From an optimization exercise on the open Yosys and OpenROAD flow, aimed at small area; shortcuts taken in it are not production practice.
At most, simulation tests tie the RTL to the original design; equivalence was not proved.
Only the layout flow was run in run 5; the RTL was not checked for function there.
Power is estimated from default activity; no workload was simulated.

$ cat flow/config.mk
export PLATFORM = sky130hd
export DESIGN_NAME = proj9_top
export DESIGN_NICKNAME = proj9_top
export VERILOG_FILES = /design/flow/design.v
export SDC_FILE = /design/flow/constraint.sdc
export NUM_CORES = 8
export LEC_CHECK = 0
export CAP_MARGIN = 20
export CORE_MARGIN = 2
export CORE_UTILIZATION = 70
export CTS_BUF_LIST = sky130_fd_sc_hd__clkbuf_8
export CTS_CLUSTER_DIAMETER = 45
export CTS_CLUSTER_SIZE = 20
export SLEW_MARGIN = 20
$ cat flow/constraint.sdc
create_clock -name core_clock -period 10.0 [get_ports {SCLK}]
set_input_delay 2.0000 -clock core_clock [delete_from_list [all_inputs] [get_ports {SCLK}]]
set_output_delay 2.0000 -clock core_clock [all_outputs]
set_load 0.01 [all_outputs]
$ cat flow/design.v
`timescale 1ns / 1ps
module spi_interface(
	input wire	       SCLK,
	input wire	       MOSI,
	input wire	       CSN,
	input wire	       rst_n,
	input wire         tap_e,
	input wire         tap_o,
	output reg	       MISO,
	output reg	       MISO_enable,
	output wire [15:0] set_hi,
	output wire [15:0] clr_hi,
	output wire [15:0] sel_lo,
	output wire [7:0]  ra,
	output wire        rq
);
	reg [5:0]  pos;       
	reg        rw;        
	reg [7:0]  radr;      
	reg [3:0]  ph;        
	reg        done;      
	reg [3:0]  e;         
	reg [7:0]  wadr;      
	reg [6:0]  z;         
	reg        co;        
	reg [15:0] sr;        
	reg [3:0]  k;         
	reg        wact;      
	reg        cact;      
	wire start    = (pos == 6'd0 || pos == 6'd34) && !CSN;
	wire in_data  = pos >= 6'd14 && pos <= 6'd29;    
	wire win_go   = rw && pos >= 6'd15 && pos <= 6'd30 && ph == 4'd0;
	wire rd_on    = !rw && pos >= 6'd14 && pos <= 6'd29;
	assign ra      = {radr[7:2], pos == 6'd7 ? MOSI : radr[1], pos == 6'd8 ? MOSI : radr[0]};
	assign rq      = e[3];
	wire ins_act = wact | win_go;
	wire ins_bit = sr[k];
	assign set_hi = (ins_act & ins_bit & done) ? (16'd1 << wadr[7:4]) : 16'd0;
	assign clr_hi = done ? (cact ? (16'd1 << wadr[7:4]) : 16'd0) : 16'hffff;
	assign sel_lo = done ? (16'd1 << wadr[3:0]) : 16'hffff;
	wire tap = ra[0] ? tap_o : tap_e;
	wire z0_in = (pos == 6'd7 ? tap_e : tap) & done;
	wire z1_in = (pos == 6'd8 && MOSI) ? co : z[0];
	wire rd_bit = e[2:0] == 3'd0 ? (tap & done) : z[e[2:0] - 3'd1];
	always @(posedge SCLK or negedge rst_n)
	begin
		if (rst_n == 1'b0) begin
			pos  <= 6'd0;
			ph   <= 4'd0;
			done <= 1'b0;
			wact <= 1'b0;
			cact <= 1'b0;
		end else begin
			if (start)
				pos <= 6'd1;
			else if (pos == 6'd0 || pos == 6'd34)
				pos <= 6'd0;
			else
				pos <= pos + 1'b1;
			ph <= ph + 1'b1;
			if (ph == 4'd13)
				done <= 1'b1;
			if (win_go)
				wact <= 1'b1;
			else if (ph == 4'd15)
				wact <= 1'b0;
			cact <= ins_act & !ins_bit;
		end
	end
	integer i;
	always @(posedge SCLK)
	begin
		if (start)
			rw <= MOSI;
		for (i = 0; i < 8; i = i + 1)
			if (pos == 6'd8 - i)
				radr[i] <= MOSI;
		if (pos == 6'd6)
			e <= ph;
		if (pos == 6'd14) begin
			k    <= ~ph;
			wadr <= radr;
		end
		sr <= {sr[14:0], in_data ? MOSI : sr[15]};
		z  <= {z[5:1], z1_in, z0_in};
		co <= tap_o & done;
	end
	always @(negedge SCLK or negedge rst_n)
	begin
		if (rst_n == 1'b0) begin
			MISO        <= 1'b0;
			MISO_enable <= 1'b0;
		end else begin
			MISO_enable <= rd_on;
			MISO        <= rd_on && rd_bit;
		end
	end
endmodule  
`timescale 1ns / 1ps
module register_array(
    input wire clk,
    input wire [15:0] set_hi,     
    input wire [15:0] clr_hi,     
    input wire [15:0] sel_lo,
    input wire [7:0] ra,          
    input wire rq,                
    output wire tap_e,            
    output wire tap_o             
);
wire [7:0] rl = 8'd1 << {rq, ra[7:6]};
wire [63:0] grp;
genvar g;
generate
    for (g = 0; g < 256; g = g + 1) begin : row
        reg [15:0] ring;
        always @(posedge clk) begin
            ring[0]    <= ~(ring[15] | (set_hi[g / 16] & sel_lo[g % 16]));
            ring[1]    <= ~(ring[0]  | (clr_hi[g / 16] & sel_lo[g % 16]));
            ring[15:2] <= ring[14:1];
        end
    end
    for (g = 0; g < 64; g = g + 1) begin : grp_or
        assign grp[g] = (rl[0] & row[g      ].ring[7])  | (rl[1] & row[g +  64].ring[7])  |
                        (rl[2] & row[g + 128].ring[7])  | (rl[3] & row[g + 192].ring[7])  |
                        (rl[4] & row[g      ].ring[15]) | (rl[5] & row[g +  64].ring[15]) |
                        (rl[6] & row[g + 128].ring[15]) | (rl[7] & row[g + 192].ring[15]);
    end
endgenerate
wire [3:0] v = grp[ra[5:2] * 4 +: 4];
assign tap_e = ra[1] ? v[2] : v[0];
assign tap_o = ra[1] ? v[3] : v[1];
endmodule
`timescale 1 ns / 1 ps 
module rst_syn(
    input wire clk,
    input wire rst_n,
    output reg rst_n_syn
);
reg out1;
always @(posedge clk or negedge rst_n)
begin
    if(rst_n == 0) begin
        out1 <= 1'b0;
        rst_n_syn <= 1'b0;
    end else begin
        out1 <= 1'b1;
        rst_n_syn <= out1;
    end
end
endmodule
`timescale 1ns / 1ps
module proj9_top(
	input wire  SCLK,
	input wire  MOSI,
	input wire  CSN,
	input wire  rst_n,
	output wire MISO,
	output wire MISO_enable
);
   wire         rst_n_syn;
   wire [15:0]  set_hi;
   wire [15:0]  clr_hi;
   wire [15:0]  sel_lo;
   wire [7:0]   ra;
   wire         rq;
   wire         tap_e;
   wire         tap_o;
   spi_interface cmd_interface(
		.SCLK(SCLK),
		.MOSI(MOSI),
		.CSN(CSN),
		.rst_n(rst_n_syn),
		.tap_e(tap_e),
		.tap_o(tap_o),
		.MISO(MISO),
		.MISO_enable(MISO_enable),
		.set_hi(set_hi),
		.clr_hi(clr_hi),
		.sel_lo(sel_lo),
		.ra(ra),
		.rq(rq)
	);
   register_array regi_modu(
		.clk(SCLK),
		.set_hi(set_hi),
		.clr_hi(clr_hi),
		.sel_lo(sel_lo),
		.ra(ra),
		.rq(rq),
		.tap_e(tap_e),
		.tap_o(tap_o)
   );
   rst_syn reset_s(
		.clk(SCLK),
		.rst_n(rst_n),
		.rst_n_syn(rst_n_syn)
   );
endmodule  
$ cat flow/run.sh
#!/bin/bash
# synth_recipe.tcl (not shown) runs the flow's synth.tcl, then flattens the netlist and writes it again
# the make line also repeats each setting of config.mk as NAME=value (left out here)
make -C /OpenROAD-flow-scripts/flow DESIGN_CONFIG=/design/flow/config.mk WORK_HOME=/design/flow/orfs CLKGATE_MAP_FILE= SYNTH_SCRIPT=/design/flow/synth_recipe.tcl finish
==> impl_metrics.json, run 1 <==
{
  "fin_setup_tns_ns": 0,
  "cts-buffers-inserted": 236,
  "wirelength_um": 164000,
  "area_growth_pct": 6.98,
  "synth_top_area_frac": 0.892,
  "hpwlAfterDp_um": 101000,
  "num_vias": 38200,
  "rsz0062_at_grt": "false",
  "synth_cell_types": 78,
  "overflow": 0,
  "cts_root_buf": "clkbuf_8",
  "die_width_um": 367,
  "ios": 6,
  "die_height_um": 367,
  "worst_pin_slew_ns": 1.11,
  "max-cap-violations": 0,
  "antenna_found_initial": 1,
  "syn_area_per_cell_um2": 16.9,
  "synthCells": 5487,
  "dr.pass1.iters": 7,
  "hold_viol_final": 0,
  "crit_path_end_kind": "flop",
  "relSlewSlack": 0.256,
  "p_per_area_mw_per_mm2": 246,
  "routedWlPerCell_um": 21.9,
  "cts_tree": "done",
  "synth_area_leader_cell": "dfxtp_1",
  "slowest_stage": "nor3b_2",
  "ys_seq_elements": 4162,
  "drive_gt1_frac": 0.0946,
  "routed_via_density": 5.09,
  "timing_worst_setup_path_type": "flop to flop",
  "syn-num-nets": 5501,
  "post_dp_cell_area_mm2": 0.0948,
  "core_area_mm2": 0.131,
  "fill_cells": 7889,
  "clkLatencyLatePin_ns": 0.98,
  "post-place-ws_ns": 0.629,
  "final_util": 0.754,
  "synth_area_mm2": 0.0925,
  "final_nets": 5663,
  "startpoint_type": "flop",
  "crit_chain": "buf_4, nor3b_2, buf_4, a22oi_1, o211ai_1, a32oi_1, o2111ai_1, o311a_2, mux2i_1, a31oi_1",
  "status": "no timing/DRC/antenna violations",
  "die-area_mm2": 0.135,
  "post-route-drc-count": 0,
  "whs_ns": 0.306,
  "ys_warn_count": 3,
  "p_leak_nw": 39.1,
  "cts_htree_levels": 4,
  "ir_drop_mv": 0.196,
  "rows": 133,
  "cts_sinks": 4162,
  "crit_top_cell": "buf_4",
  "cp_data_arrival_time_ns": 4.88,
  "ys_seq_area_frac": 0.904,
  "cts_hold_buf": 0,
  "start_util": 0.704,
  "grt_pass1_vias": 37400,
  "postRouteAntennaNets": 0,
  "cts_setup_buffers": 0,
  "yosys-top-cells-area": "dfxtp_1, a21oi_1, mux4_2",
  "cp.required_ns": 5.82,
  "postLayoutCellArea_mm2": 0.0989,
  "io_buffers": 5,
  "worst_clock_skew_ns": 0.180,
  "grt_pass1_wl_um": 240000,
  "place.gp.congestion": 0.832,
  "slowest_delay_ns": 0.92,
  "cp_max_fo": 14,
  "hold_class": "flop to flop",
  "drt_iter0_drc": 2861,
  "synth_edf_count": 23,
  "grt_max_degree": 64,
  "setup_viol": 0,
  "path_clk_slew_ns": 0.12,
  "drv_slew": 0,
  "grtUsageTotal": 0.244,
  "clock_path_buffers": 3,
  "ys_async_sr_fraction": 0.00408,
  "postCtsResizedCells": 0,
  "synth_ff_type": "dfxtp_1",
  "fin_ws_ns": 0.936
}
-- metal layers --
metal  global-route usage  up-vias  share of wire
met3               0.0443      292          0.053
met4               0.0799        0          0.029
li1                     -    18200              -
met2                0.362      917           0.43
met5                    0        -              0
met1                0.367    18700           0.49
-- placed cells by master, fill, tap and decap left out, types with 8 or more instances in the layout --
cell / synthesis / final
nand3b_1: 8 / 8
dfxtp_1: 4122 / 4122
nor2_1: 43 / 40
a31oi_1: 8 / 8
a21oi_1: 544 / 544
nand3_1: 21 / 21
dfrtp_1: 15 / 14
o221ai_1: 12 / 12
a221oi_1: 57 / 57
nand2b_1: 11 / 11
buf_4: 13 / 76
nand2_1: 39 / 39
a22oi_1: 38 / 38
mux2i_1: 28 / 28
o21ai_0: 26 / 26
ha_1: 10 / 10
mux4_2: 37 / 37
and3_1: 9 / 9
clkinv_2: 0 / 11
a221o_1: 12 / 12
edfxtp_1: 23 / 23
inv_1: 17 / 49
clkbuf_8: 0 / 258
mux2_2: 58 / 58
o21ai_1: 35 / 8
o211ai_1: 18 / 18
o21ai_4: 0 / 20
nor2_4: 9 / 10
-- synth_stat cells (all sizes together), types with 8 or more instances --
cell type and count:
dfxtp 4122, a21oi 544, clkbuf 84, buf 79
mux2 64, o21ai 61, a221oi 57, nor2 57
mux4 40, nand2 39, a22oi 38, mux2i 28
edfxtp 23, nand3 21, inv 19, o211ai 18
dfrtp 15, a221o 12, o221ai 12, nand2b 11
ha 10, and3 9, a31oi 8, nand3b 8
-- through the flow --
stage / cells / total power, mW
3_3_place_gp: 7165 / 17.6
5_1_grt: 7495 / 25.2
2_1_floorplan: 5487 / 17.4
3_5_place_dp: 7165 / 17.6
4_1_cts: 7493 / 24.5
6_report: 7496 / 24.4
-- cell type report --
| cell class | count | area, µm² | area share |
|---|---|---|---|
| Sequential cell | 4162 | 83600 | 0.845 |
| Multi-Input combinational cell | 1143 | 8170 | 0.0825 |
| Clock buffer | 258 | 3550 | 0.0359 |
| Tap cell | 1755 | 2200 | 0.0222 |
| Timing Repair Buffer | 87 | 748 | 0.00756 |
| Clock inverter | 70 | 571 | 0.00577 |
| Inverter | 19 | 73.8 | 0.000746 |
| Antenna cell | 2 | 5.00 | 0.0000506 |
-- state kept, by name, indices dropped and copies added, names as in the netlist, 4 cells and up --
signal and cells:
regi_modu.row.ring 4096, cmd_interface.sr 16, cmd_interface.radr 8, cmd_interface.wadr 8, cmd_interface.z 7, cmd_interface.pos 6, cmd_interface.e 4, cmd_interface.k 4
cmd_interface.ph 4
-- cells by family (layout without fill, tap and decap cells) --
logic type / Yosys count / in the layout / synth area share
DFF: 4162 / 4162 / 0.904
buffers and inverters: 182 / 434 / 0.0105
xor gates and xnor gates: 6 / 6 / 0.000568
adders and majority gates: 10 / 10 / 0.00135
AOI/OAI and AO/OA: 797 / 797 / 0.0501
muxes: 132 / 132 / 0.0208
and+or+nand+nor: 197 / 197 / 0.0123
other: 1 / 3 / 0.0000405
-- path summary, 6_finish.rpt --
kind | slack, ns | start | cells past startpoint | to
hold / removal | 0.31 | regi_modu.row[71].ring[5] | 0 | regi_modu.row[71].ring[6]
min in group asynchronous | 0.39 | reset_s.rst_n_syn | 0 | cmd_interface.pos[2]
setup reg to reg | 0.94 | cmd_interface.radr[7] | 10 | cmd_interface.MISO
hold reg to reg | 0.31 | regi_modu.row[71].ring[5] | 0 | regi_modu.row[71].ring[6]
setup / recovery | 0.94 | cmd_interface.radr[7] | 10 | cmd_interface.MISO
max in group asynchronous | 3.99 | reset_s.rst_n_syn | 0 | cmd_interface.MISO
-- report_power, final --
part	total (mW)	internal [mW]	switching (mW)
combinational	0.496	0.158	0.338
clock	7.13	2.55	4.58
sequential	16.8	16.7	0.0764
total	24.4	19.4	5.00
-- critical path: cells and delay by family, from the launching register on --
| family | cells | cell delay, ns |
|---|---|---|
| AO/OA/AOI/OAI | 6 | 1.44 |
| AND/OR/NAND/NOR | 1 | 0.92 |
| flip-flops | 1 | 0.73 |
| multiplexers | 1 | 0.09 |
| buffers and inverters | 2 | 0.73 |
==> run 2, diff against run 1 <==
--- a/flow/config.mk
+++ b/flow/config.mk
@@ -9,3 +9,3 @@
 export CORE_MARGIN = 2
-export CORE_UTILIZATION = 70
+export CORE_UTILIZATION = 80
 export CTS_BUF_LIST = sky130_fd_sc_hd__clkbuf_8
@@ -13,2 +13,3 @@
 export CTS_CLUSTER_SIZE = 20
+export PLACE_DENSITY = 0.85
 export SLEW_MARGIN = 20
==> impl_metrics.json, run 2 <==
{
  "synth_most_common_cell": "dfxtp_1",
  "io_buffers": 5,
  "hpwlAfterDp_um": 128000,
  "place.gp.congestion": 0.933,
  "syn-num-nets": 5501,
  "rows": 124,
  "syn_area_per_cell_um2": 16.9,
  "status": "did not finish",
  "ys_warn_count": 3,
  "error": "[ERROR DPL-0033] detailed placement checks failed during check placement.",
  "synthCells": 5487,
  "clock_path_buffers": 3,
  "synth_edf_count": 23,
  "synthTopCellsByCount": "dfxtp_1, a21oi_1, clkbuf_1, mux2_2, a221oi_1",
  "synth_cell_types": 78,
  "start_util": 0.808,
  "ys_async_sr_fraction": 0.00408,
  "cts-buffers-inserted": 232,
  "synth_top_area_frac": 0.892,
  "stop_stage": "clock tree synthesis",
  "cts_setup_buffers": 0,
  "ys_seq_area_frac": 0.904,
  "ios": 6,
  "die_width_um": 344,
  "synth_ff_type": "dfxtp_1",
  "yosys-top-cells-area": "dfxtp_1, a21oi_1, mux4_2",
  "postCtsResizedCells": 0,
  "ys_seq_elements": 4162,
  "synth_area_leader_cell": "dfxtp_1",
  "cts_hold_buf": 0,
  "die_height_um": 344,
  "cts_sinks": 4162,
  "cts_htree_levels": 4,
  "post-place-ws_ns": 0.441,
  "synth_area_mm2": 0.0925,
  "cts_root_buf": "clkbuf_8"
}
[run 2: cell counts after synthesis]
Identical to the previous run, type by type.
[run 2: worst max-delay path by stage]
stage	from	to	slack [ns]	cells past startpoint
floorplan	MOSI	cmd_interface.MISO	1.65	8
global placement	MOSI	cmd_interface.MISO	0.81	9
detailed placement	MOSI	cmd_interface.MISO	0.44	9
[run 2: cell families after synthesis]
| kind of cell | Yosys count | synth area share |
|---|---|---|
| AO/OA/AOI/OAI | 797 | 0.0501 |
| XOR/XNOR | 6 | 0.000568 |
| adder cells (fa/ha/maj) | 10 | 0.00135 |
| buffers and inverters | 182 | 0.0105 |
| flip-flops | 4162 | 0.904 |
| multiplexers | 132 | 0.0208 |
| other | 1 | 0.0000405 |
| AND/OR/NAND/NOR | 197 | 0.0123 |
[run 2: power groups by stage]
stage          Clock [mW]  Combinational (mW)  Sequential, mW
3_5_place_dp            0               0.498            17.2
3_3_place_gp            0               0.444            17.1
2_1_floorplan           0               0.307            17.1
[run 2: stage by stage]
step	std cells	utilization	total power [mW]	cell area, µm²	hold WS, ns
2_1_floorplan	5487	-	17.4	92500	0.187
3_3_place_gp	6915	0.824	17.6	94300	0.309
3_5_place_dp	6917	0.824	17.6	94300	0.312
==> run 3, diff against run 2 <==
==> flow/flow/run.sh (new file) <==
#!/bin/bash
# Own layout flow: the standard ORFS flow (standard.sh) with two changes:
#  - synthesis maps the combinational logic with ABC's area-oriented default
#    mapping (flow/abc_map.script) instead of ORFS's delay-oriented script;
#    registers are mapped exactly as in the standard synthesis;
#  - clock tree synthesis inserts no dummy loads.
# ORFS writes each step's full log under orfs/logs/; make's output for each
# phase goes to logs/ here.
set -euo pipefail
W=$PWD
mkdir -p "$W/logs"
rm -rf "$W/scripts_mod"
cp -r "$FLOW_HOME/scripts" "$W/scripts_mod"
cp "$W/flow/abc_map.script" "$W/scripts_mod/abc_speed.script"
bash standard.sh SCRIPTS_DIR="$W/scripts_mod" synth > "$W/logs/synth.log" 2>&1
export CTS_ARGS="-sink_clustering_enable -repair_clock_nets -sink_clustering_size 20 -sink_clustering_max_diameter 45 -buf_list sky130_fd_sc_hd__clkbuf_8 -dont_use_dummy_load"
bash standard.sh finish > "$W/logs/finish.log" 2>&1
==> flow/flow/abc_map.script (new file) <==
strash
&get -n
&fraig -x
&put
scorr
dc2
strash
&get -n
&dch -f
&nf
&put
==> flow/standard.sh (new file) <==
#!/bin/bash
# synth_recipe.tcl (not shown) runs the flow's synth.tcl, then flattens the netlist and writes it again
# the make line also repeats each setting of config.mk as NAME=value (left out here)
make -C /OpenROAD-flow-scripts/flow DESIGN_CONFIG=/design/flow/config.mk WORK_HOME=/design/flow/orfs CLKGATE_MAP_FILE= SYNTH_SCRIPT=/design/flow/synth_recipe.tcl "${@:-finish}"
--- a/flow/config.mk
+++ b/flow/config.mk
@@ -9,3 +9,3 @@
 export CORE_MARGIN = 2
-export CORE_UTILIZATION = 80
+export CORE_UTILIZATION = 70
 export CTS_BUF_LIST = sky130_fd_sc_hd__clkbuf_8
@@ -13,3 +13,2 @@
 export CTS_CLUSTER_SIZE = 20
-export PLACE_DENSITY = 0.85
 export SLEW_MARGIN = 20
removed: flow/run.sh
==> impl_metrics.json, run 3 <==
{
  "status": "no timing/DRC/antenna violations",
  "postLayoutCellArea_mm2": 0.0964,
  "r2r_slack_ns": 0.52,
  "critPathTopFamily": "compound AO/OA/AOI/OAI gates",
  "synth_area_leader_cell": "dfxtp_1",
  "clkLatencyLatePin_ns": 0.96,
  "drv_slew": 0,
  "cts_tree": "done",
  "ios": 6,
  "slowest_delay_ns": 0.91,
  "cp_data_arrival_time_ns": 5.21,
  "grtUsageMet1": 0.343,
  "routed_via_density": 5.20,
  "fill_cells": 7562,
  "cts_root_buf": "clkbuf_8",
  "met2_usage": 0.347,
  "hold_class": "flop to flop",
  "core_area_mm2": 0.128,
  "area_growth_pct": 7.16,
  "timing_worst_setup_path_type": "flop to flop",
  "io_buffers": 5,
  "synth_cell_types": 55,
  "cp.required_ns": 5.73,
  "power.switching_mw": 4.78,
  "setup_viol": 0,
  "yosys-top-cells-area": "dfxtp_1, a21oi_1, a222oi_1",
  "slowest_stage": "and3_4",
  "final_util": 0.756,
  "crit_chain": "and3_4, buf_4, a222oi_1, a31oi_1, nand2_1, a311oi_1, buf_4, a211oi_1, a31oi_1, o211ai_1, a2111oi_0",
  "synth_ff_type": "dfxtp_1",
  "place.gp.congestion": 0.801,
  "hp-start": "regi_modu.row[14].ring[6]",
  "synth_most_common_cell": "dfxtp_1",
  "worst_pin_slew_ns": 0.998,
  "cp_max_fo": 44,
  "crit_path_end_kind": "flop",
  "layout_commonest_cell": "dfxtp_1",
  "final_cells": 7170,
  "die_height_um": 362,
  "cts_setup_buffers": 0,
  "min_delay_worst_endpoint": "regi_modu.row[14].ring[7]",
  "reg2reg_depth": 11,
  "synth_edf_count": 23,
  "synth_top_area_frac": 0.917,
  "rsz0062_at_grt": "false",
  "grtUsageTotal": 0.233,
  "syn_area_per_cell_um2": 17.4,
  "ys_async_sr_fraction": 0.00408,
  "ys_warn_count": 3,
  "critical_path_buf_inv_count": 2,
  "max-cap-violations": 0,
  "cts_htree_levels": 4,
  "post-route-drc-count": 0,
  "grt_pass1_vias": 36500,
  "drive_gt1_frac": 0.0688,
  "busiest_layer": "met2",
  "cts-buffers-inserted": 234,
  "p_per_area_mw_per_mm2": 246,
  "ys_seq_area_frac": 0.930,
  "hold_viol_final": 0,
  "num_vias": 37300,
  "die-area_mm2": 0.131,
  "largest_register_ffs": 4096,
  "rows": 131,
  "ir_drop_mv": 0.214,
  "overflow": 0,
  "final_nets": 5522,
  "seq_power_share": 0.708,
  "cts_hold_buf": 0,
  "startpoint_type": "flop",
  "wirelength_um": 153000,
  "syn-num-nets": 5198,
  "reg_top3": "regi_modu.row.ring: 4096 flops, cmd_interface.sr: 16 flops",
  "antenna_found_initial": 3,
  "ys_seq_elements": 4162,
  "hold-path-cell-count": 0,
  "p_comb_frac": 0.019,
  "worst_clock_skew_ns": 0.188,
  "cts_sinks": 4162,
  "post_dp_cell_area_mm2": 0.0931,
  "start_util": 0.705,
  "r2r_start": "cmd_interface.radr[7]",
  "relSlewSlack": 0.330,
  "p_clk_frac": 0.273,
  "grt_max_degree": 65,
  "routedWlPerCell_um": 21.4,
  "timing.rr.end": "cmd_interface.MISO",
  "dpl.cell_count": 6932,
  "fin_setup_tns_ns": 0,
  "die_width_um": 362,
  "hpwlAfterDp_um": 91000,
  "dr.pass1.iters": 9,
  "p_int_mw": 18.9,
  "grt_pass1_wl_um": 224000,
  "synth_area_mm2": 0.0900,
  "switching_share": 0.202,
  "postCtsResizedCells": 0,
  "p_leak_nw": 37.7,
  "postRouteAntennaNets": 0,
  "clock_path_buffers": 3,
  "use_met3": 0.0452,
  "synthTopCellsByCount": "dfxtp_1, a21oi_1, a222oi_1, a221oi_1, nand3_1",
  "final_cell_mix": "dfxtp_1, a21oi_1, clkbuf_8, a222oi_1, buf_4",
  "path_clk_slew_ns": 0.11,
  "regMostFlops": "regi_modu.row.ring",
  "synthCells": 5184,
  "drt_iter0_drc": 3860
}
run 3: cell count changes after synthesis, moves of 16 or more:
| cell | change |
|---|---|
| o211ai_1 | -16 |
| mux2_2 | -58 |
| inv_1 | -17 |
| mux4_2 | -32 |
| buf_2 | -48 |
| nor2_1 | -23 |
| a22oi_1 | -22 |
| clkinv_1 | +22 |
| mux2i_1 | -27 |
| a222oi_1 | +113 |
| a21oi_1 | -16 |
| nand3_1 | +31 |
| o21ai_1 | -35 |
| clkbuf_1 | -84 |
run 3: layer usage:
metal | share of wire | routed length (µm)
met4 | 0.032 | 4960
met5 | 0 | 0
met2 | 0.43 | 65900
met1 | 0.47 | 72700
met3 | 0.064 | 9810
run 3: power by group through the flow:
| stage | Clock [mW] | Sequential [mW] | Combinational, mW |
|---|---|---|---|
| floorplan | 0 | 17.1 | 0.220 |
| global route | 7.23 | 16.8 | 0.475 |
| global placement | 0 | 17.2 | 0.430 |
| finish | 6.48 | 16.8 | 0.449 |
| detailed placement | 0 | 17.2 | 0.440 |
| CTS | 6.64 | 16.8 | 0.442 |
run 3: worst max-delay path by stage:
stage / start / to / slack, ns / cells past startpoint
3_3_place_gp: cmd_interface.e[3] / cmd_interface.MISO / 0.95 / 11
5_1_grt: cmd_interface.radr[7] / cmd_interface.MISO / 0.20 / 11
2_1_floorplan: cmd_interface.radr[6] / cmd_interface.MISO / 0.71 / 9
4_1_cts: cmd_interface.radr[7] / cmd_interface.MISO / 0.62 / 11
6_report: cmd_interface.radr[7] / cmd_interface.MISO / 0.52 / 11
3_5_place_dp: cmd_interface.radr[6] / cmd_interface.MISO / 0.84 / 11
run 3: metrics by stage:
step	power (mW)	worst slack, ns	hold slack (ns)
3_3_place_gp	17.6	0.952	0.309
3_5_place_dp	17.6	0.843	0.312
6_report	23.7	0.524	0.301
5_1_grt	24.5	0.201	0.307
2_1_floorplan	17.3	0.707	0.187
4_1_cts	23.9	0.617	0.302
run 3: cell type report:
class,instances,area (µm²),area share
Sequential cell,4162,83600,0.868
Multi-Input combinational cell,1000,6640,0.0689
Clock buffer,234,3220,0.0334
Tap cell,1662,2080,0.0216
Timing Repair Buffer,88,733,0.00761
Inverter,22,83.8,0.000870
Antenna cell,2,5.00,0.0000519
run 3: cell families after synthesis:
kind of cell             count (synthesis)  share of synthesized area
multiplexers                             8                    0.00161
buffers and inverters                   22                   0.000918
adder cells (fa/ha/maj)                 10                    0.00139
XOR/XNOR                                 5                   0.000487
flip-flops                            4162                      0.930
other                                    1                  0.0000417
AND/OR/NAND/NOR                        167                    0.00949
AO/OA/AOI/OAI                          809                     0.0564
==> run 4, diff against run 3 <==
==> flow/config.mk (replaced) <==
export PLATFORM = sky130hd
export DESIGN_NAME = proj9_top
export DESIGN_NICKNAME = proj9_top
export VERILOG_FILES = /design/flow/design.v
export SDC_FILE = /design/flow/constraint.sdc
export NUM_CORES = 8
export LEC_CHECK = 0
export CAP_MARGIN = 5
export CORE_MARGIN = 2
export CORE_UTILIZATION = 75
export SLEW_MARGIN = 5
==> impl_metrics.json, run 4 <==
{
  "routedWlPerCell_um": 22.5,
  "hold_class": "flop to flop",
  "path_clk_slew_ns": 0.10,
  "ios": 6,
  "crit_path_end_kind": "flop",
  "synthCells": 5184,
  "worst_clock_skew_ns": 0.187,
  "synth_most_common_cell": "dfxtp_1",
  "overflow": 0,
  "die-area_mm2": 0.123,
  "startpoint_type": "flop",
  "routed_via_density": 5.31,
  "cts_htree_levels": 4,
  "final_nets": 5522,
  "cp_num_cells": 11,
  "critical_path_buf_inv_count": 2,
  "wirelength_um": 160000,
  "r2r_slack_ns": 0.69,
  "cts_tree": "done",
  "fin_setup_tns_ns": 0,
  "post-route-drc-count": 0,
  "core_area_mm2": 0.119,
  "area_growth_pct": 7.03,
  "ir_drop_mv": 0.188,
  "final_cells": 7120,
  "synth_ff_type": "dfxtp_1",
  "hold-path-cell-count": 0,
  "ys_seq_elements": 4162,
  "hold_viol_final": 0,
  "start_util": 0.753,
  "grt_pass1_vias": 37800,
  "synth_edf_count": 23,
  "postRouteAntennaNets": 0,
  "die_width_um": 350,
  "synth_area_mm2": 0.0900,
  "num_vias": 37800,
  "seqCellArea_mm2": 0.0836,
  "rows": 127,
  "yosys-top-cells-area": "dfxtp_1, a21oi_1, a222oi_1",
  "reg_top3": "regi_modu.row.ring: 4096 flops, cmd_interface.sr: 16 flops",
  "timing.rr.end": "cmd_interface.MISO",
  "synthTopCellsByCount": "dfxtp_1, a21oi_1, a222oi_1, a221oi_1, nand3_1",
  "final_cell_mix": "dfxtp_1, a21oi_1, clkbuf_8, a222oi_1, buf_4",
  "grt_pass1_wl_um": 234000,
  "hpwlAfterDp_um": 94500,
  "clock_path_buffers": 3,
  "grt_max_degree": 45,
  "fin_ws_ns": 0.693,
  "cp_data_arrival_time_ns": 5.03,
  "r2r_start": "cmd_interface.radr[6]",
  "critPathTopFamily": "compound AO/OA/AOI/OAI gates",
  "met3WireLength_um": 8780,
  "fill_cells": 6084,
  "grtUsageTotal": 0.262,
  "drive_gt1_frac": 0.0681,
  "ys_warn_count": 3,
  "crit_chain": "nor3b_4, buf_4, a221oi_1, a31oi_1, a221oi_1, a311oi_1, buf_4, a211oi_1, a31oi_1, o211ai_1, a2111oi_0",
  "postCtsResizedCells": 0,
  "syn_area_per_cell_um2": 17.4,
  "die_height_um": 350,
  "rsz0062_at_grt": "false",
  "setup_viol": 0,
  "whs_ns": 0.296,
  "cts_root_buf": "clkbuf_8",
  "final_util": 0.806,
  "slowest_stage": "nor3b_4",
  "multiInputGateArea_mm2": 0.00663,
  "dr_wl_met2_um": 71800,
  "cts-buffers-inserted": 233,
  "slowest_delay_ns": 0.70,
  "max-cap-violations": 0,
  "drt-met1-wl_um": 73500,
  "power_mw": 23.7,
  "critPathLaunch": "cmd_interface.radr[6]",
  "crit_end": "cmd_interface.MISO",
  "largest_register_ffs": 4096,
  "syn-num-nets": 5198,
  "ys_seq_area_frac": 0.930,
  "post-place-ws_ns": 0.828,
  "dr.pass1.iters": 9,
  "reg2reg_depth": 11,
  "status": "no timing/DRC/antenna violations",
  "dpl.cell_count": 6885,
  "p_per_area_mw_per_mm2": 246,
  "layout_commonest_cell": "dfxtp_1",
  "cts_sinks": 4162,
  "worst_pin_slew_ns": 1.17,
  "place.gp.congestion": 0.809,
  "synth_top_area_frac": 0.917,
  "postLayoutCellArea_mm2": 0.0963,
  "p_leak_nw": 37.7,
  "antenna_found_initial": 4,
  "synth_area_leader_cell": "dfxtp_1",
  "regMostFlops": "regi_modu.row.ring",
  "routed.top_layer": "met5",
  "clkLatencyLatePin_ns": 0.97,
  "drt_iter0_drc": 3560,
  "drv_slew": 0,
  "synth_cell_types": 55,
  "cts_setup_buffers": 0,
  "post_dp_cell_area_mm2": 0.0931,
  "cts_hold_buf": 0,
  "ys_async_sr_fraction": 0.00408,
  "cp.required_ns": 5.72,
  "relSlewSlack": 0.222,
  "cp_max_fo": 23,
  "io_buffers": 5,
  "timing_worst_setup_path_type": "flop to flop"
}
run 4: logic make-up after synthesis:
logic type | share of synthesized area
xor gates and xnor gates | 0.000487
and+or+nand+nor | 0.00949
muxes | 0.00161
AOI/OAI and AO/OA | 0.0564
other | 0.0000417
DFF | 0.930
adders and majority gates | 0.00139
buffers and inverters | 0.000918
run 4: worst min-delay path by stage:
stage / to / from
finish: regi_modu.row[78].ring[3] / regi_modu.row[78].ring[2]
global route: regi_modu.row[24].ring[3] / regi_modu.row[24].ring[2]
CTS: regi_modu.row[78].ring[3] / regi_modu.row[78].ring[2]
detailed placement: regi_modu.row[120].ring[15] / regi_modu.row[120].ring[14]
global placement: regi_modu.row[123].ring[7] / regi_modu.row[123].ring[6]
floorplan: cmd_interface.cact / reset_s.rst_n_syn
run 4: report_power, final:
part	switching, mW	leakage [nW]	total (mW)	internal [mW]
Clock	4.41	1.68	6.51	2.09
Sequential	0.0820	33.6	16.8	16.7
Combinational	0.313	2.37	0.443	0.130
Total	4.81	37.7	23.7	18.9
run 4: worst reg2reg max path: stages (launching register included):
cell and delay (ns):
edfxtp_1 0.64, nor3b_4 0.70, buf_4 0.48, a221oi_1 0.17
a31oi_1 0.22, a221oi_1 0.23, a311oi_1 0.52, buf_4 0.25
a211oi_1 0.06, a31oi_1 0.24, o211ai_1 0.11, a2111oi_0 0.49
run 4: area by class of cell:
class / count / area share
flip-flops and latches: 4162 / 0.869
repair buffers: 89 / 0.00746
well taps: 1612 / 0.0209
multi-input cells: 1000 / 0.0688
clock buffers: 233 / 0.0333
inverters: 22 / 0.000858
diodes: 2 / 0.0000520
run 4: metal layers:
metal,global-route usage,up-vias
met5,0,-
met4,0.105,4
met3,0.0436,382
met2,0.409,1319
met1,0.373,18300
li1,-,17800
==> run 5, diff against run 4 <==
--- a/flow/design.v
+++ b/flow/design.v
@@ -21,3 +21,2 @@
 	reg        done;      
-	reg [3:0]  e;         
 	reg [7:0]  wadr;      
@@ -30,5 +29,5 @@
 	wire start    = (pos == 6'd0 || pos == 6'd34) && !CSN;
-	wire in_data  = pos >= 6'd14 && pos <= 6'd29;    
 	wire win_go   = rw && pos >= 6'd15 && pos <= 6'd30 && ph == 4'd0;
 	wire rd_on    = !rw && pos >= 6'd14 && pos <= 6'd29;
+	wire [3:0] e  = ph - pos[3:0] + 4'd6;
 	assign ra      = {radr[7:2], pos == 6'd7 ? MOSI : radr[1], pos == 6'd8 ? MOSI : radr[0]};
@@ -77,4 +76,2 @@
 				radr[i] <= MOSI;
-		if (pos == 6'd6)
-			e <= ph;
 		if (pos == 6'd14) begin
@@ -83,3 +80,3 @@
 		end
-		sr <= {sr[14:0], in_data ? MOSI : sr[15]};
+		sr <= {sr[14:0], MOSI};
 		z  <= {z[5:1], z1_in, z0_in};
==> impl_metrics.json, run 5 <==
{
  "seq_power_share": 0.681,
  "cts_htree_levels": 4,
  "drt_iter0_drc": 3770,
  "clock_path_buffers": 3,
  "hold_class": "flop to flop",
  "startpoint_type": "flop",
  "dpl.cell_count": 6887,
  "critical_path_buf_inv_count": 5,
  "clkLatencyLatePin_ns": 1.00,
  "die_height_um": 350,
  "hold_viol_final": 0,
  "ir_drop_mv": 0.209,
  "switching_share": 0.222,
  "slowest_stage": "a32oi_2",
  "ys_async_sr_fraction": 0.00409,
  "p_int_mw": 19.1,
  "wirelength_um": 172000,
  "fill_cells": 5974,
  "max-cap-violations": 0,
  "postRouteAntennaNets": 0,
  "reg_top3": "regi_modu.row.ring: 4096 flops, cmd_interface.sr: 16 flops",
  "p_per_area_mw_per_mm2": 254,
  "start_util": 0.753,
  "drive_gt1_frac": 0.0716,
  "setup_viol": 0,
  "synth_edf_count": 19,
  "cts_hold_buf": 0,
  "die_width_um": 350,
  "synth_cell_types": 50,
  "synth_area_leader_cell": "dfxtp_1",
  "cts_root_buf": "clkbuf_8",
  "rows": 127,
  "syn-num-nets": 5210,
  "p_leak_nw": 37.7,
  "routed_via_density": 5.38,
  "syn_area_per_cell_um2": 17.3,
  "timing_worst_setup_path_type": "flop to flop",
  "ios": 6,
  "largest_register_ffs": 4096,
  "synthCells": 5191,
  "ys_warn_count": 3,
  "worst_pin_slew_ns": 1.25,
  "power_mw": 24.5,
  "relSlewSlack": 0.166,
  "hpwlAfterDp_um": 104000,
  "die-area_mm2": 0.123,
  "area_growth_pct": 7.32,
  "crit_path_end_kind": "flop",
  "final_nets": 5538,
  "critPathTopFamily": "compound AO/OA/AOI/OAI gates",
  "antenna_found_initial": 9,
  "p_clk_frac": 0.268,
  "power.switching_mw": 5.44,
  "cts-buffers-inserted": 235,
  "synth_most_common_cell": "dfxtp_1",
  "path_clk_slew_ns": 0.11,
  "ys_seq_area_frac": 0.929,
  "ys_seq_elements": 4158,
  "routedWlPerCell_um": 24.1,
  "cp_data_arrival_time_ns": 5.58,
  "cp.required_ns": 5.67,
  "grt_pass1_wl_um": 250000,
  "grtUsageTotal": 0.282,
  "drv_slew": 0,
  "post-route-drc-count": 0,
  "cp_max_fo": 18,
  "final_cell_mix": "dfxtp_1, a21oi_1, clkbuf_8, a222oi_1, buf_4",
  "io_buffers": 5,
  "crit_chain": "inv_2, ha_1, clkinv_1, ha_1, clkinv_1, fa_1, xor2_2, xnor2_1, buf_4, nor2_4, buf_4, a222oi_1, nand3_1, a32oi_2, a221oi_2, a311o_1, nand3b_1, a21oi_1, o211a_1",
  "overflow": 0,
  "slowest_delay_ns": 0.44,
  "cts_sinks": 4158,
  "grt_pass1_vias": 38800,
  "final_cells": 7134,
  "worst_clock_skew_ns": 0.181,
  "yosys-top-cells-area": "dfxtp_1, a21oi_1, a222oi_1",
  "status": "no timing/DRC/antenna violations",
  "regMostFlops": "regi_modu.row.ring",
  "p_comb_frac": 0.051,
  "grt_max_degree": 47,
  "core_area_mm2": 0.119,
  "place.gp.congestion": 0.849,
  "synth_top_area_frac": 0.918,
  "num_vias": 38400,
  "dr.pass1.iters": 9,
  "layout_commonest_cell": "dfxtp_1",
  "synth_ff_type": "dfxtp_1",
  "synthTopCellsByCount": "dfxtp_1, a21oi_1, a222oi_1, a221oi_1, nand3_1",
  "synth_area_mm2": 0.0899,
  "cts_tree": "done"
}
-- run 5: cell types whose count changed in the layout (fill, tap and decap cells not counted), sizes merged, moves of 5 or more --
cell	previous run	this run
nor2	20	29
a221o	6	1
a222oi	115	110
nand4	5	12
nand2	35	40
a22oi	16	25
and3	15	5
o21ai	26	21
-- run 5: per-stage QoR --
stage | util | setup slack (ns) | area, µm² | hold WS (ns) | setup TNS [ns]
final | 0.808 | 0.0880 | 96500 | 0.281 | 0
after global routing | 0.808 | -0.0297 | 96500 | 0.283 | -0.0297
after CTS | 0.807 | 0.0292 | 96400 | 0.282 | 0
after detailed placement | 0.779 | 0.139 | 93100 | 0.312 | 0
after global placement | 0.779 | 0.197 | 93100 | 0.309 | 0
after floorplan | - | 0.0513 | 89900 | 0.187 | 0
-- run 5: worst reg2reg max path: cells and delay by family (launching register included) --
| kind | cells | cell delay, ns |
|---|---|---|
| compound gates | 6 | 1.84 |
| fa+ha+maj | 3 | 0.83 |
| buf+inv | 5 | 0.67 |
| xor+xnor | 2 | 0.44 |
| flops | 1 | 0.40 |
| simple gates | 3 | 0.40 |
-- run 5: cells by family (layout without fill, tap and decap cells) --
logic type	count (synthesis)	after routing	synth area share
flip-flops	4158	4158	0.929
other	1	6	0.0000417
buffers and inverters	22	347	0.000918
multiplexers	8	8	0.00175
XOR/XNOR	10	10	0.000974
adder cells (fa/ha/maj)	15	15	0.00217
AO/OA/AOI/OAI	807	807	0.0562
AND/OR/NAND/NOR	170	171	0.00918
-- run 5: cell type report --
cell class / count / area, µm² / share of cell area
diodes: 5 / 12.5 / 0.000130
clock buffers: 235 / 3230 / 0.0335
inverters: 22 / 82.6 / 0.000856
multi-input cells: 1012 / 6840 / 0.0709
flip-flops and latches: 4158 / 83500 / 0.865
well taps: 1612 / 2020 / 0.0209
repair buffers: 90 / 806 / 0.00835
-- run 5: metal layers --
| layer | wire length, µm | vias up | track usage |
|---|---|---|---|
| li1 | - | 17800 | - |
| met1 | 77400 | 18800 | 0.401 |
| met2 | 77700 | 1415 | 0.434 |
| met3 | 10900 | 393 | 0.0546 |
| met4 | 6200 | 0 | 0.112 |
| met5 | 0 | - | 0 |
-- run 5: path summary, 6_finish.rpt --
kind                                        endpoint  slack [ns]                       from  cells after the start
max                               cmd_interface.MISO        0.09        cmd_interface.ph[1]                     19
min                        regi_modu.row[25].ring[5]        0.28  regi_modu.row[25].ring[4]                      0
max reg2reg                       cmd_interface.MISO        0.09        cmd_interface.ph[1]                     19
min reg2reg                regi_modu.row[25].ring[5]        0.28  regi_modu.row[25].ring[4]                      0
max in group asynchronous         cmd_interface.MISO        4.06          reset_s.rst_n_syn                      0
min in group asynchronous       cmd_interface.pos[0]        0.35          reset_s.rst_n_syn                      0
-- run 5: power by group through the flow --
stage               clock network [mW]  registers (mW)  logic, mW
floorplan                            0            17.1      0.483
global placement                     0            17.1       1.07
detailed placement                   0            17.1       1.11
CTS                               6.68            16.7       1.12
global route                      7.23            16.7       1.27
finish                            6.58            16.7       1.24
-- run 5: what timing repair did --
action | CTS | global route
cloned | 0 | 2
setup endpoints to repair | 1 | 1
pin swaps | 0 | 11
setup buffers | 0 | 5
resized for setup | 5 | 12
==> run 6, diff against run 5 <==
--- a/flow/design.v
+++ b/flow/design.v
@@ -21,2 +21,3 @@
 	reg        done;      
+	reg [3:0]  e;         
 	reg [7:0]  wadr;      
@@ -31,3 +32,2 @@
 	wire rd_on    = !rw && pos >= 6'd14 && pos <= 6'd29;
-	wire [3:0] e  = ph - pos[3:0] + 4'd6;
 	assign ra      = {radr[7:2], pos == 6'd7 ? MOSI : radr[1], pos == 6'd8 ? MOSI : radr[0]};
@@ -76,2 +76,4 @@
 				radr[i] <= MOSI;
+		if (pos == 6'd6)
+			e <= ph;
 		if (pos == 6'd14) begin
==> flow/flow/abc_map.script (replaced) <==
strash
&get -n
&fraig -x
&put
scorr
dc2
strash
&get -n
&dch -f
&nf -R 1000
&put
--- a/flow/config.mk
+++ b/flow/config.mk
@@ -10,2 +10,3 @@
 export CORE_UTILIZATION = 75
+export GPL_TIMING_DRIVEN = 0
 export SLEW_MARGIN = 5
==> impl_metrics.json, run 6 <==
{
  "final_nets": 5563,
  "p_leak_nw": 38.2,
  "hpwlAfterDp_um": 99300,
  "dr.pass1.iters": 7,
  "timing_worst_setup_path_type": "flop to flop",
  "ios": 6,
  "clock_path_buffers": 3,
  "synth_edf_count": 23,
  "post-route-drc-count": 0,
  "overflow": 0,
  "cp.required_ns": 5.78,
  "rsz0062_at_grt": "false",
  "cts_tree": "done",
  "cp_max_fo": 9,
  "largest_register_ffs": 4096,
  "die_width_um": 350,
  "ys_async_sr_fraction": 0.00408,
  "ys_seq_elements": 4162,
  "cp_data_arrival_time_ns": 5.59,
  "p_per_area_mw_per_mm2": 243,
  "routedWlPerCell_um": 22.1,
  "cts_sinks": 4162,
  "wirelength_um": 158000,
  "fin_setup_tns_ns": 0,
  "power_mw": 23.7,
  "cts_hold_buf": 0,
  "setup_viol": 0,
  "die_height_um": 350,
  "ys_warn_count": 3,
  "final_cell_mix": "dfxtp_1, a21oi_1, clkbuf_8, a222oi_1, a221oi_1",
  "relSlewSlack": 0.0640,
  "area_growth_pct": 8.62,
  "synth_top_area_frac": 0.918,
  "die-area_mm2": 0.123,
  "status": "no timing/DRC/antenna violations",
  "hold_class": "flop to flop",
  "slowest_stage": "nor3b_4",
  "postCtsResizedCells": 0,
  "multiInputGateArea_mm2": 0.00661,
  "grt_pass1_vias": 38400,
  "synth_area_leader_cell": "dfxtp_1",
  "hold_viol_final": 0,
  "cts-buffers-inserted": 233,
  "cts_setup_buffers": 0,
  "yosys-top-cells-area": "dfxtp_1, a21oi_1, a222oi_1",
  "crit_chain": "nor3b_4, buf_16, buf_16, buf_16, buf_8, a222oi_1, nand4_1, a21oi_1, nor3_1, a311oi_1, nor3_1, o32ai_1, mux2i_1, a21boi_0, nor3b_1",
  "crit_top_cell": "buf_16",
  "clkLatencyLatePin_ns": 0.98,
  "regMostFlops": "regi_modu.row.ring",
  "startpoint_type": "flop",
  "start_util": 0.753,
  "synth_cell_types": 45,
  "worst_clock_skew_ns": 0.188,
  "synthCells": 5178,
  "core_area_mm2": 0.119,
  "grt_max_degree": 36,
  "synthTopCellsByCount": "dfxtp_1, a21oi_1, a222oi_1, a221oi_1, nand3_1",
  "syn_area_per_cell_um2": 17.4,
  "ys_seq_area_frac": 0.930,
  "grt_pass1_wl_um": 233000,
  "reg_top3": "regi_modu.row.ring: 4096 flops, cmd_interface.sr: 16 flops",
  "drt_iter0_drc": 3260,
  "synth_area_mm2": 0.0899,
  "syn-num-nets": 5192,
  "postRouteAntennaNets": 0,
  "max-cap-violations": 0,
  "grtUsageTotal": 0.260,
  "antenna_found_initial": 2,
  "cts_root_buf": "clkbuf_8",
  "routed_via_density": 5.32,
  "place.gp.congestion": 0.761,
  "layout_commonest_cell": "dfxtp_1",
  "drv_slew": 0,
  "seqCellArea_mm2": 0.0836,
  "drive_gt1_frac": 0.0770,
  "rows": 127,
  "synth_most_common_cell": "dfxtp_1",
  "io_buffers": 5,
  "path_clk_slew_ns": 0.12,
  "crit_path_end_kind": "flop",
  "worst_pin_slew_ns": 1.40,
  "ir_drop_mv": 0.224,
  "cts_htree_levels": 4,
  "num_vias": 38100,
  "fill_cells": 6050,
  "synth_ff_type": "dfxtp_1",
  "slowest_delay_ns": 0.85
}
[run 6: cell count changes after synthesis, moves of 5 or more]
| cell | delta |
|---|---|
| a21oi_1 | +6 |
| a221oi_1 | +6 |
| nor2_1 | -5 |
| nand3_1 | +7 |
| nor3b_1 | +5 |
| nand2_1 | -6 |
| clkinv_1 | -6 |
[run 6: where the power goes]
group,switching [mW],leakage (nW),internal (mW)
combinational,0.294,2.89,0.144
sequential,0.0777,33.6,16.7
clock,4.41,1.68,2.09
[run 6: cells by family after synthesis]
logic type               share of synthesized area
flip-flops                                   0.930
AO/OA/AOI/OAI                               0.0553
AND/OR/NAND/NOR                            0.00977
buffers and inverters                     0.000668
adder cells (fa/ha/maj)                    0.00139
multiplexers                               0.00187
XOR/XNOR                                  0.000585
other                                    0.0000417
[run 6: worst paths after layout]
path	start	endpoint	slack (ns)	cells after the start
setup / recovery	cmd_interface.radr[6]	cmd_interface.MISO	0.19	15
hold / removal	regi_modu.row[204].ring[14]	regi_modu.row[204].ring[15]	0.27	0
setup reg to reg	cmd_interface.radr[6]	cmd_interface.MISO	0.19	15
hold reg to reg	regi_modu.row[204].ring[14]	regi_modu.row[204].ring[15]	0.27	0
max in group asynchronous	reset_s.rst_n_syn	cmd_interface.MISO_enable	4.20	0
min in group asynchronous	reset_s.rst_n_syn	cmd_interface.cact	0.28	0
[run 6: area by class of cell]
type | instances | share of cell area
Multi-Input combinational cell | 1000 | 0.0677
Timing Repair Buffer | 136 | 0.0216
Sequential cell | 4162 | 0.857
Tap cell | 1612 | 0.0207
Antenna cell | 1 | 0.0000256
Inverter | 16 | 0.000628
Clock buffer | 233 | 0.0328
[run 6: through the flow]
stage          area (µm²)  cells  setup slack, ns  utilization  hold WS [ns]
2_1_floorplan       89900   5178            0.887            -         0.187
3_3_place_gp        92000   6795            -6.12        0.771         0.304
3_5_place_dp        94400   6926            0.243        0.791         0.296
4_1_cts             97600   7159           0.0463        0.818         0.261
5_1_grt             97600   7160            0.104        0.818         0.288
6_report            97600   7160            0.192        0.818         0.272
[run 6: routing by layer]
layer  wire [µm]  GRT usage  vias to the layer above
met5          13          0                        -
met4        5940      0.108                        2
met3        8610     0.0446                      390
met2       71300      0.407                     1091
met1       72200      0.366                    18800
li1            -          -                    17900
[run 6: worst max-delay path: cells and delay by family, from the launching register on]
family | cells | cell delay, ns
AO/OA/AOI/OAI | 5 | 0.73
AND/OR/NAND/NOR | 5 | 2.30
multiplexers | 1 | 0.23
buffers and inverters | 4 | 0.73
flip-flops | 1 | 0.66
==> run 7, diff against run 6 <==
--- a/flow/config.mk
+++ b/flow/config.mk
@@ -10,3 +10,2 @@
 export CORE_UTILIZATION = 75
-export GPL_TIMING_DRIVEN = 0
 export SLEW_MARGIN = 5
==> impl_metrics.json, run 7 <==
{
  "routed_via_density": 5.30,
  "reg_top3": "regi_modu.row.ring: 4096 flops, cmd_interface.sr: 16 flops",
  "timing_worst_setup_path_type": "flop to flop",
  "regMostFlops": "regi_modu.row.ring",
  "startpoint_type": "flop",
  "core_area_mm2": 0.119,
  "hp-start": "regi_modu.row[71].ring[12]",
  "area_growth_pct": 7.05,
  "postLayoutCellArea_mm2": 0.0962,
  "grt_max_degree": 49,
  "clkLatencyLatePin_ns": 0.97,
  "synth_area_leader_cell": "dfxtp_1",
  "synth_top_area_frac": 0.918,
  "synth_edf_count": 23,
  "cts_sinks": 4162,
  "cts_root_buf": "clkbuf_8",
  "ios": 6,
  "r2r_start": "cmd_interface.e[3]",
  "hold_viol_final": 0,
  "cts_hold_buf": 0,
  "post_dp_cell_area_mm2": 0.0930,
  "met3WireLength_um": 9630,
  "synth_area_mm2": 0.0899,
  "drt-met1-wl_um": 71400,
  "fill_cells": 6109,
  "place.gp.congestion": 0.810,
  "relSlewSlack": 0.144,
  "cp_data_arrival_time_ns": 5.12,
  "cts-buffers-inserted": 232,
  "syn-num-nets": 5192,
  "cp.required_ns": 5.80,
  "synth_most_common_cell": "dfxtp_1",
  "wirelength_um": 158000,
  "p_leak_nw": 37.6,
  "rows": 127,
  "post-route-drc-count": 0,
  "critPathLaunch": "cmd_interface.e[3]",
  "status": "no timing/DRC/antenna violations",
  "routedWlPerCell_um": 22.2,
  "num_vias": 37800,
  "drt_iter0_drc": 3298,
  "worst_clock_skew_ns": 0.195,
  "routed.top_layer": "met4",
  "grtUsageTotal": 0.259,
  "cts_tree": "done",
  "crit_path_end_kind": "flop",
  "synthTopCellsByCount": "dfxtp_1, a21oi_1, a222oi_1, a221oi_1, nand3_1",
  "cp_max_fo": 14,
  "rsz0062_at_grt": "false",
  "synth_ff_type": "dfxtp_1",
  "ir_drop_mv": 0.189,
  "postCtsResizedCells": 0,
  "dpl.cell_count": 6883,
  "dr_wl_met2_um": 71100,
  "fin_setup_tns_ns": 0,
  "io_buffers": 5,
  "ys_warn_count": 3,
  "cts_setup_buffers": 0,
  "drive_gt1_frac": 0.0678,
  "clock_path_buffers": 3,
  "grt_pass1_vias": 37600,
  "hold_class": "flop to flop",
  "hpwlAfterDp_um": 97100,
  "synthCells": 5178,
  "synth_cell_types": 45,
  "dr.pass1.iters": 9,
  "ys_seq_area_frac": 0.930,
  "largest_register_ffs": 4096,
  "syn_area_per_cell_um2": 17.4,
  "ys_async_sr_fraction": 0.00408,
  "p_per_area_mw_per_mm2": 245,
  "cts_htree_levels": 4,
  "final_nets": 5519,
  "setup_viol": 0,
  "worst_pin_slew_ns": 1.28,
  "path_clk_slew_ns": 0.11,
  "start_util": 0.753,
  "ys_seq_elements": 4162,
  "die-area_mm2": 0.123,
  "layout_commonest_cell": "dfxtp_1",
  "overflow": 0,
  "final_cell_mix": "dfxtp_1, a21oi_1, clkbuf_8, a222oi_1, buf_4",
  "die_height_um": 350,
  "die_width_um": 350,
  "antenna_found_initial": 6,
  "final_cells": 7120,
  "postRouteAntennaNets": 0,
  "grt_pass1_wl_um": 231000,
  "yosys-top-cells-area": "dfxtp_1, a21oi_1, a222oi_1",
  "max-cap-violations": 0,
  "drv_slew": 0,
  "final_util": 0.806
}
## run 7: per-stage QoR
step                hold WS [ns]  power, mW  setup WS (ns)
finish                     0.284       23.5          0.676
global route               0.276       24.3          0.526
CTS                        0.276       23.7          0.720
detailed placement         0.312       17.5          0.804
global placement           0.309       17.5          0.802
floorplan                  0.187       17.3          0.887
## run 7: routing by layer
metal,vias up,global-route usage
met1,18300,0.366
li1,17800,-
met2,1251,0.400
met4,0,0.110
met5,-,0
met3,381,0.0488
## run 7: critical path, stage by stage (launching register included)
cell      delay [ns]
edfxtp_1        0.66
nor3b_4         0.96
buf_4           0.44
a222oi_1        0.14
a31oi_1         0.24
a22oi_1         0.18
a221oi_1        0.86
o32ai_1         0.22
mux2i_1         0.20
a21boi_0        0.10
nor3b_1         0.22
## run 7: power breakdown
group	switching [mW]	internal, mW	total, mW
Combinational	0.257	0.109	0.366
Sequential	0.0648	16.7	16.7
Clock	4.37	2.08	6.45
Total	4.69	18.9	23.5
## run 7: worst paths after layout
kind	end	slack [ns]	depth (start not counted)
hold / removal	regi_modu.row[71].ring[13]	0.28	0
hold reg to reg	regi_modu.row[71].ring[13]	0.28	0
min in group asynchronous	cmd_interface.pos[4]	0.43	0
setup / recovery	cmd_interface.MISO	0.68	10
max in group asynchronous	cmd_interface.MISO	3.94	0
setup reg to reg	cmd_interface.MISO	0.68	10
## run 7: area by class of cell
| type | instances | area (µm²) | share of cell area |
|---|---|---|---|
| clock buffer | 232 | 3190 | 0.0332 |
| timing repair buffer | 93 | 748 | 0.00778 |
| inverter | 16 | 60.1 | 0.000624 |
| sequential | 4162 | 83600 | 0.869 |
| antenna | 5 | 12.5 | 0.000130 |
| multi-input combinational | 1000 | 6570 | 0.0682 |
| tap | 1612 | 2020 | 0.0210 |
## run 7: kinds of logic after synthesis
| logic type | share of synthesized area |
|---|---|
| compound gates | 0.0553 |
| xor+xnor | 0.000585 |
| fa+ha+maj | 0.00139 |
| buf+inv | 0.000668 |
| flops | 0.930 |
| mux | 0.00187 |
| other cells | 0.0000417 |
| simple gates | 0.00977 |
==> run 8, diff against run 7 <==
--- a/flow/config.mk
+++ b/flow/config.mk
@@ -7,5 +7,5 @@
 export LEC_CHECK = 0
-export CAP_MARGIN = 5
+export CAP_MARGIN = 0
 export CORE_MARGIN = 2
 export CORE_UTILIZATION = 75
-export SLEW_MARGIN = 5
+export SLEW_MARGIN = 0
==> impl_metrics.json, run 8 <==
{
  "post-place-ws_ns": 0.804,
  "crit_path_end_kind": "flop",
  "synth_cell_types": 45,
  "yosys-top-cells-area": "dfxtp_1, a21oi_1, a222oi_1",
  "largest_register_ffs": 4096,
  "synthCells": 5178,
  "worst_pin_slew_ns": 1.28,
  "overflow": 0,
  "routedWlPerCell_um": 22.2,
  "cp_max_fo": 14,
  "core_area_mm2": 0.119,
  "cp.required_ns": 5.80,
  "synthTopCellsByCount": "dfxtp_1, a21oi_1, a222oi_1, a221oi_1, nand3_1",
  "die_width_um": 350,
  "power_mw": 23.5,
  "rsz0062_at_grt": "false",
  "hp-start": "regi_modu.row[71].ring[12]",
  "max-cap-violations": 0,
  "seqCellArea_mm2": 0.0836,
  "grtUsageTotal": 0.259,
  "cts_sinks": 4162,
  "multiInputGateArea_mm2": 0.00657,
  "cp_data_arrival_time_ns": 5.12,
  "startpoint_type": "flop",
  "final_nets": 5519,
  "path_clk_slew_ns": 0.11,
  "post-route-drc-count": 0,
  "area_growth_pct": 7.05,
  "final_cell_mix": "dfxtp_1, a21oi_1, clkbuf_8, a222oi_1, buf_4",
  "place.gp.congestion": 0.810,
  "start_util": 0.753,
  "status": "no timing/DRC/antenna violations",
  "p_per_area_mw_per_mm2": 245,
  "min_delay_worst_endpoint": "regi_modu.row[71].ring[13]",
  "ys_async_sr_fraction": 0.00408,
  "timing_worst_setup_path_type": "flop to flop",
  "routed_via_density": 5.30,
  "ys_warn_count": 3,
  "num_vias": 37800,
  "synth_ff_type": "dfxtp_1",
  "die_height_um": 350,
  "hold_viol_final": 0,
  "post_dp_cell_area_mm2": 0.0930,
  "synth_top_area_frac": 0.918,
  "reg_top3": "regi_modu.row.ring: 4096 flops, cmd_interface.sr: 16 flops",
  "wirelength_um": 158000,
  "cts_setup_buffers": 0,
  "ir_drop_mv": 0.189,
  "regMostFlops": "regi_modu.row.ring",
  "relSlewSlack": 0.144,
  "p_leak_nw": 37.6,
  "postLayoutCellArea_mm2": 0.0962,
  "syn-num-nets": 5192,
  "postRouteAntennaNets": 0,
  "timing.rr.end": "cmd_interface.MISO",
  "clock_path_buffers": 3,
  "die-area_mm2": 0.123,
  "synth_edf_count": 23,
  "fin_setup_tns_ns": 0,
  "drive_gt1_frac": 0.0678,
  "ios": 6,
  "cts_hold_buf": 0,
  "cts_root_buf": "clkbuf_8",
  "ys_seq_area_frac": 0.930,
  "setup_viol": 0,
  "r2r_slack_ns": 0.68,
  "final_util": 0.806,
  "hold-path-cell-count": 0,
  "antenna_found_initial": 6,
  "rows": 127,
  "synth_area_mm2": 0.0899,
  "synth_area_leader_cell": "dfxtp_1",
  "layout_commonest_cell": "dfxtp_1",
  "drv_slew": 0,
  "grt_pass1_wl_um": 231000,
  "worst_clock_skew_ns": 0.195,
  "hold_class": "flop to flop",
  "fin_ws_ns": 0.676,
  "postCtsResizedCells": 0,
  "fill_cells": 6109,
  "reg2reg_depth": 10,
  "synth_most_common_cell": "dfxtp_1",
  "cts-buffers-inserted": 232,
  "drt_iter0_drc": 3298,
  "grt_max_degree": 49,
  "dr.pass1.iters": 9,
  "hpwlAfterDp_um": 97100,
  "cts_htree_levels": 4,
  "io_buffers": 5,
  "clkLatencyLatePin_ns": 0.97,
  "grt_pass1_vias": 37600,
  "syn_area_per_cell_um2": 17.4,
  "ys_seq_elements": 4162,
  "cts_tree": "done",
  "r2r_start": "cmd_interface.e[3]"
}
[run 8: per-layer routing]
metal | vias to the layer above | global-route usage | share of wire
li1 | 17800 | - | -
met1 | 18300 | 0.366 | 0.45
met2 | 1251 | 0.400 | 0.45
met3 | 381 | 0.0488 | 0.061
met4 | 0 | 0.110 | 0.039
met5 | - | 0 | 0
[run 8: cells by family after synthesis]
family	count (synthesis)	share of synthesized area
flip-flops	4162	0.930
AO/OA/AOI/OAI	800	0.0553
AND/OR/NAND/NOR	174	0.00977
buffers and inverters	16	0.000668
adder cells (fa/ha/maj)	10	0.00139
multiplexers	9	0.00187
XOR/XNOR	6	0.000585
other	1	0.0000417
[run 8: area by class of cell]
type                       count  share of cell area
antenna                        5            0.000130
multi-input combinational   1000              0.0682
timing repair buffer          93             0.00778
inverter                      16            0.000624
clock buffer                 232              0.0332
sequential                  4162               0.869
tap                         1612              0.0210
[run 8: critical path, cell delays in order, from the launching register on]
cell	delay (ns)
edfxtp_1	0.66
nor3b_4	0.96
buf_4	0.44
a222oi_1	0.14
a31oi_1	0.24
a22oi_1	0.18
a221oi_1	0.86
o32ai_1	0.22
mux2i_1	0.20
a21boi_0	0.10
nor3b_1	0.22
[run 8: power breakdown]
| part | internal [mW] | switching [mW] |
|---|---|---|
| sequential | 16.7 | 0.0648 |
| combinational | 0.109 | 0.257 |
| clock | 2.08 | 4.37 |
| total | 18.9 | 4.69 |
[run 8: worst max-delay path by stage]
stage / startpoint / end / slack (ns) / cells after the start
3_3_place_gp: MOSI / cmd_interface.MISO / 0.80 / 6
6_report: cmd_interface.e[3] / cmd_interface.MISO / 0.68 / 10
5_1_grt: cmd_interface.e[3] / cmd_interface.MISO / 0.53 / 10
4_1_cts: cmd_interface.e[3] / cmd_interface.MISO / 0.72 / 10
2_1_floorplan: cmd_interface.radr[6] / cmd_interface.MISO / 0.89 / 12
3_5_place_dp: MOSI / cmd_interface.MISO / 0.80 / 6
[run 8: stage by stage]
step | cells | hold WS [ns]
floorplan | 5178 | 0.187
global placement | 6883 | 0.309
detailed placement | 6883 | 0.312
CTS | 7115 | 0.276
global route | 7119 | 0.276
finish | 7120 | 0.284
==> run 9, diff against run 8 <==
--- a/flow/flow/run.sh
+++ b/flow/flow/run.sh
@@ -16,2 +16,3 @@
 export CTS_ARGS="-sink_clustering_enable -repair_clock_nets -sink_clustering_size 20 -sink_clustering_max_diameter 45 -buf_list sky130_fd_sc_hd__clkbuf_8 -dont_use_dummy_load"
+export BUFFER_PORTS_ARGS="-buffer_cell sky130_fd_sc_hd__buf_2"
 bash standard.sh finish > "$W/logs/finish.log" 2>&1
--- a/flow/config.mk
+++ b/flow/config.mk
@@ -7,5 +7,5 @@
 export LEC_CHECK = 0
-export CAP_MARGIN = 0
+export CAP_MARGIN = 5
 export CORE_MARGIN = 2
 export CORE_UTILIZATION = 75
-export SLEW_MARGIN = 0
+export SLEW_MARGIN = 5
==> impl_metrics.json, run 9 <==
{
  "final_util": 0.806,
  "ys_warn_count": 3,
  "cts_hold_buf": 0,
  "grt_max_degree": 48,
  "hold_class": "flop to flop",
  "synth_most_common_cell": "dfxtp_1",
  "clock_path_buffers": 3,
  "p_leak_nw": 37.6,
  "fin_setup_tns_ns": 0,
  "overflow": 0,
  "postLayoutCellArea_mm2": 0.0962,
  "synth_ff_type": "dfxtp_1",
  "setup_viol": 0,
  "hpwlAfterDp_um": 98200,
  "path_clk_slew_ns": 0.11,
  "largest_register_ffs": 4096,
  "rows": 127,
  "grt_pass1_wl_um": 228000,
  "routedWlPerCell_um": 22.0,
  "timing_worst_setup_path_type": "flop to flop",
  "routed_via_density": 5.30,
  "grt_pass1_vias": 37000,
  "synth_cell_types": 45,
  "die_height_um": 350,
  "synthCells": 5178,
  "io_buffers": 5,
  "cts-buffers-inserted": 235,
  "max-cap-violations": 0,
  "whs_ns": 0.282,
  "ys_seq_elements": 4162,
  "synth_area_mm2": 0.0899,
  "drive_gt1_frac": 0.0695,
  "ir_drop_mv": 0.174,
  "syn_area_per_cell_um2": 17.4,
  "final_nets": 5513,
  "ys_seq_area_frac": 0.930,
  "syn-num-nets": 5192,
  "p_per_area_mw_per_mm2": 245,
  "core_area_mm2": 0.119,
  "area_growth_pct": 7.02,
  "layout_commonest_cell": "dfxtp_1",
  "cts_htree_levels": 4,
  "post_dp_cell_area_mm2": 0.0929,
  "antenna_found_initial": 5,
  "num_vias": 37700,
  "drv_slew": 0,
  "ios": 6,
  "crit_path_end_kind": "flop",
  "reg_top3": "regi_modu.row.ring: 4096 flops, cmd_interface.sr: 16 flops",
  "regMostFlops": "regi_modu.row.ring",
  "start_util": 0.753,
  "cts_sinks": 4162,
  "cp_max_fo": 33,
  "postCtsResizedCells": 0,
  "die-area_mm2": 0.123,
  "synth_top_area_frac": 0.918,
  "cts_setup_buffers": 0,
  "ys_async_sr_fraction": 0.00408,
  "final_cell_mix": "dfxtp_1, a21oi_1, clkbuf_8, a222oi_1, buf_4",
  "relSlewSlack": 0.157,
  "postRouteAntennaNets": 0,
  "cp_data_arrival_time_ns": 5.00,
  "rsz0062_at_grt": "false",
  "worst_clock_skew_ns": 0.203,
  "grtUsageTotal": 0.256,
  "cts_tree": "done",
  "die_width_um": 350,
  "dr.pass1.iters": 9,
  "cts_root_buf": "clkbuf_8",
  "synthTopCellsByCount": "dfxtp_1, a21oi_1, a222oi_1, a221oi_1, nand3_1",
  "status": "no timing/DRC/antenna violations",
  "place.gp.congestion": 0.829,
  "hold_viol_final": 0,
  "yosys-top-cells-area": "dfxtp_1, a21oi_1, a222oi_1",
  "clkLatencyLatePin_ns": 0.98,
  "synth_edf_count": 23,
  "wirelength_um": 157000,
  "drt_iter0_drc": 3526,
  "post-route-drc-count": 0,
  "worst_pin_slew_ns": 1.26,
  "synth_area_leader_cell": "dfxtp_1",
  "cp.required_ns": 5.61,
  "startpoint_type": "flop"
}
-- run 9: cell families after synthesis --
| logic type | synth area share |
|---|---|
| simple gates | 0.00977 |
| flops | 0.930 |
| other cells | 0.0000417 |
| buf+inv | 0.000668 |
| compound gates | 0.0553 |
| mux | 0.00187 |
| fa+ha+maj | 0.00139 |
| xor+xnor | 0.000585 |
-- run 9: area by class of cell --
cell class,count,area (µm²)
Clock buffer,235,3230
Antenna cell,4,10.0
Timing Repair Buffer,84,643
Multi-Input combinational cell,1000,6600
Fill cell,6047,23100
Sequential cell,4162,83600
Tap cell,1612,2020
Inverter,16,60.1
-- run 9: worst paths after layout --
kind                                             from  slack, ns  depth (start not counted)                          end
hold reg to reg            regi_modu.row[242].ring[9]       0.28                          0  regi_modu.row[242].ring[10]
setup reg to reg                   cmd_interface.e[3]       0.61                         13           cmd_interface.MISO
hold / removal             regi_modu.row[242].ring[9]       0.28                          0  regi_modu.row[242].ring[10]
min in group asynchronous           reset_s.rst_n_syn       0.38                          0         cmd_interface.pos[5]
setup / recovery                   cmd_interface.e[3]       0.61                         13           cmd_interface.MISO
max in group asynchronous           reset_s.rst_n_syn       4.02                          0           cmd_interface.MISO
-- run 9: critical path: stages (launching register included) --
cell and delay [ns]:
edfxtp_1 0.60, and3_4 0.47, buf_4 0.32, a22oi_1 0.21, nand4_1 0.10, a21oi_1 0.15, a31oi_1 0.06, a221oi_1 0.75
nor3_1 0.28, a31oi_1 0.51, a21o_1 0.22, mux2i_1 0.09, a21boi_0 0.20, nor3b_1 0.07
-- run 9: metal layers --
layer / track usage / vias up / part of all wire
met5: 0 / - / 0.000077
met4: 0.101 / 2 / 0.035
met3: 0.0447 / 357 / 0.059
met2: 0.377 / 1217 / 0.43
met1: 0.384 / 18300 / 0.48
li1: - / 17800 / -
-- run 9: stage by stage --
stage / std cells / setup WS [ns] / power (mW)
2_1_floorplan: 5178 / 0.887 / 17.3
4_1_cts: 7109 / 0.750 / 23.7
6_report: 7113 / 0.615 / 23.6
3_3_place_gp: 6874 / 1.10 / 17.4
5_1_grt: 7111 / 0.635 / 24.3
3_5_place_dp: 6874 / 0.941 / 17.5
-- run 9: report_power, final --
part / leakage (nW) / switching [mW] / internal (mW)
Sequential: 33.6 / 0.0720 / 16.7
Clock: 1.69 / 4.39 / 2.11
Combinational: 2.30 / 0.245 / 0.102
Total: 37.6 / 4.70 / 18.9
